Source: an optimization exercise on an open RTL-to-GDS flow (aim: small area and a short achievable clock period). Production flows keep margins and buffers that such runs may drop. RTL that was checked went through simulation tests only; none was proved equivalent to the original.

run A:
==> flow/design.v (excerpt) <==
module plastic_neuron (
    input wire clk,
    input wire rst,
    input wire [15:0] input_signal,
    input wire [15:0] feedback_error,
    input wire enable_learning,
    output wire [31:0] output_signal
);
Size: roughly 1000 cells after synthesis, roughly 100 flip-flops, about 67 I/O pins, ~9800 µm² of cells after synthesis.
Settings: LEC_CHECK=0, CAP_MARGIN=20, CORE_MARGIN=2, CORE_UTILIZATION=40, SETUP_SLACK_MARGIN=3.0, SLEW_MARGIN=20, SYNTH_HIERARCHICAL=1; clock period 7.0 ns.
standard.sh (not shown) runs the stock make flow with config.mk's settings and CLKGATE_MAP_FILE= SYNTH_SCRIPT=/design/flow/synth_recipe.tcl, a recipe that flattens the netlist after the stock synthesis.
==> flow/flow/run.sh <==
#!/bin/bash
# Layout flow: the standard flow (standard.sh), with the standard
# synthesis unchanged, and the I/O port buffers made from the plain buffer
# family (buf_N) instead of the delay-buffer cells buffer_ports picks on its
# own, so that repair_timing can size them. Each step's output goes to its
# own log in this folder.
set -euo pipefail
bash standard.sh synth > synth.log 2>&1
bash standard.sh BUFFER_PORTS_ARGS="-buffer_cell sky130_fd_sc_hd__buf_4" finish > layout.log 2>&1
--- input diff run A..run B ---
==> flow/run.sh (new file) <==
#!/bin/bash
# synth_recipe.tcl (not shown) runs the flow's synth.tcl, then flattens the netlist and writes it again
# the make line also repeats each setting of config.mk as NAME=value (left out here)
make -C /OpenROAD-flow-scripts/flow DESIGN_CONFIG=/design/flow/config.mk WORK_HOME=/design/flow/orfs CLKGATE_MAP_FILE= SYNTH_SCRIPT=/design/flow/synth_recipe.tcl finish
removed: flow/flow/run.sh
removed: flow/standard.sh
==> comparison <==
- Comparing utilization for run B and run A, the bigger number came from run B.
- Relative to run A, share of the cycle needed by the critical path after routing has increased by 0.90 points in run B.
- | final non-filler cell area | higher: run B |
- Run B and run A ended up with nearly the same clock-pin slew on the worst setup and hold paths.
- Maximum cell stage delay along the critical path: run B vs run A up 0.03 ns
- The placed cell area of run B exceeds that of run A by about 1.6%.
- Compared with run A, in run B setup slack fell 0.063 ns; routed wire length +about 2.3%.
- Diff run B..run A | count of state elements after synthesis | unchanged
- Diff run A -> run B | mean routed wirelength per cell | up slightly
No functional check of the RTL was part of any run of this note.

Another version of the RTL of plastic_neuron (not shown whole).
Size: ~810 cells after synthesis, ~73 flip-flops, about 8300 um2 of cells after synthesis.
make LEC_CHECK=0 CAP_MARGIN=20 CORE_MARGIN=2 CORE_UTILIZATION=40 SETUP_SLACK_MARGIN=2.5 SLEW_MARGIN=20 SYNTH_HIERARCHICAL=1 finish   # period 7.0 ns
run.sh (not shown) runs the stock make flow with config.mk's settings and CLKGATE_MAP_FILE= SYNTH_SCRIPT=/design/flow/synth_recipe.tcl, a recipe that flattens the netlist after the stock synthesis.
Stock flow here: none of the scripts above is used.
==> next run, changes <==
- SETUP_SLACK_MARGIN: 2.5 -> 3.0
Cell area is higher by 1.5%.
Global-route usage is higher by 0.60 points.
Via count is higher by 1.8%.
Core utilization is higher by 0.71 points.
Worst setup slack improved by 0.17 ns.
First-iteration DRC count is lower by 29%.
Cell count is higher by 0.73%.
Wire length is higher by 5.3%.
Synthesized cell count does not change.
Non-clock buffer count is higher by 9.

== the reference run ==
plastic_neuron, a different RTL version from the one above (not shown whole).
For scale: about 67 I/O pins.
clock: 7.0 ns
lec_check: 0
cap_margin: 5
core_margin: 2
core_utilization: 40
setup_slack_margin: 3.0
slew_margin: 5
synth_hierarchical: 1
standard.sh (not shown) runs the stock make flow with config.mk's settings and CLKGATE_MAP_FILE= SYNTH_SCRIPT=/design/flow/synth_recipe.tcl, a recipe that flattens the netlist after the stock synthesis.
==> flow/flow/run.sh <==
#!/bin/bash
# Layout flow: the standard flow (standard.sh) with the standard
# synthesis unchanged, and two changes to how the layout is made:
#  - the I/O port buffers are plain buf_2 cells (which repair_timing can
#    size) instead of the delay buffers buffer_ports picks on its own;
#  - clock tree synthesis builds from clkbuf_8 cells and adds no dummy loads.
# Each step logs to its own file in this folder.
set -euo pipefail
bash standard.sh synth > synth.log 2>&1
bash standard.sh BUFFER_PORTS_ARGS="-buffer_cell sky130_fd_sc_hd__buf_2" \
  CTS_ARGS="-sink_clustering_enable -repair_clock_nets -dont_use_dummy_load -buf_list sky130_fd_sc_hd__clkbuf_8" \
  finish > layout.log 2>&1
Per the final summary, the reference run finished and its layout is clean on timing, DRC and antenna.
The following lists how the trial run was set up differently from the reference run:
- SLEW_MARGIN changed from 5 to 20
- CAP_MARGIN changed from 5 to 20
- GPL_TIMING_DRIVEN newly set to 1
==> flow/flow/run.sh <==
#!/bin/bash
# Layout flow: the standard flow (standard.sh), with the standard
# synthesis unchanged, and the I/O port buffers made from the plain buffer
# family (buf_N) instead of the delay-buffer cells buffer_ports picks on its
# own, so that repair_timing can size them. Each step's output goes to its
# own log in this folder.
set -euo pipefail
bash standard.sh synth > synth.log 2>&1
bash standard.sh BUFFER_PORTS_ARGS="-buffer_cell sky130_fd_sc_hd__buf_2" finish > layout.log 2>&1
==> notes.md <==
- Count of clock-buffer cells in the layout: the trial run vs the reference run up 1
- [the trial run] final-layout non-clock buffer area share fell 0.42 points relative to the reference run
- The reference run and the trial run ended up with nearly the same detail-routed net length per standard cell.
- The critical path capture point comes out cut_q[47]$_DFF_PP0_ in one run and output_signal[20] in the other, namely in the trial run and the reference run respectively.
- Portion of the clock cycle consumed by the worst path in the final layout delta (the trial run -> the reference run): insignificant
- Post-route standard cell area excluding fillers: the trial run > the reference run
- The reference run reports its launch point of the worst path as cut_q[2]$_DFF_PP0_ while the trial run reports input_signal[13].
- Diff the trial run..the reference run | shortest clock period the worst path allows after layout | negligible
- Between the trial run and the reference run, the post-layout worst setup margin figures differ only marginally.
- In terms of global routing usage on met1, the trial run and the reference run differ only marginally.
Function was not checked in any run of this note: the RTL went through the layout flow alone.

==> separate check: timing with driven ports <==
The results above use ideal ports. As a check the final layouts listed here were re-extracted and re-timed, cells and wires unchanged.
Step 1 assumes that a clkbuf_16 drives the clock port and a buf_2 every other input.
Step 2 moves the port delays by t, midway between the first and last clock arrival at a register: inputs arrive t later, outputs are due t later. That takes back most of the time a late clock gives input paths.
Three values: no drivers, after step 1, after step 2; two values: the first two.
| run | t (ns) | setup slack, ns | worst setup path after step 2 | slew at the worst register clock pin (ns) |
|---|---|---|---|---|
| run A | 0.390 | 2.951 / 2.909 / 3.117 | register to register | 0.08 / 0.08 |
| run B | 0.393 | 2.888 / 2.843 / 2.662 | input to register | 0.08 / 0.08 |
| the first run of note 2 | 0.375 | 2.609 / 2.569 / 2.267 | input to register | 0.06 / 0.06 |
| the second run of note 2 | 0.382 | 2.782 / 2.743 / 2.716 | input to register | 0.07 / 0.07 |
| the reference run | 0.402 | 3.144 / 3.106 / 2.803 | input to register | 0.08 / 0.08 |
| the trial run | 0.389 | 3.142 / 3.108 / 2.765 | input to register | 0.07 / 0.07 |
After both steps every run listed still meets setup and hold. The setup slack of the trial run, which loses most, moves by -0.034 ns with the drivers and by -0.377 ns with both steps.
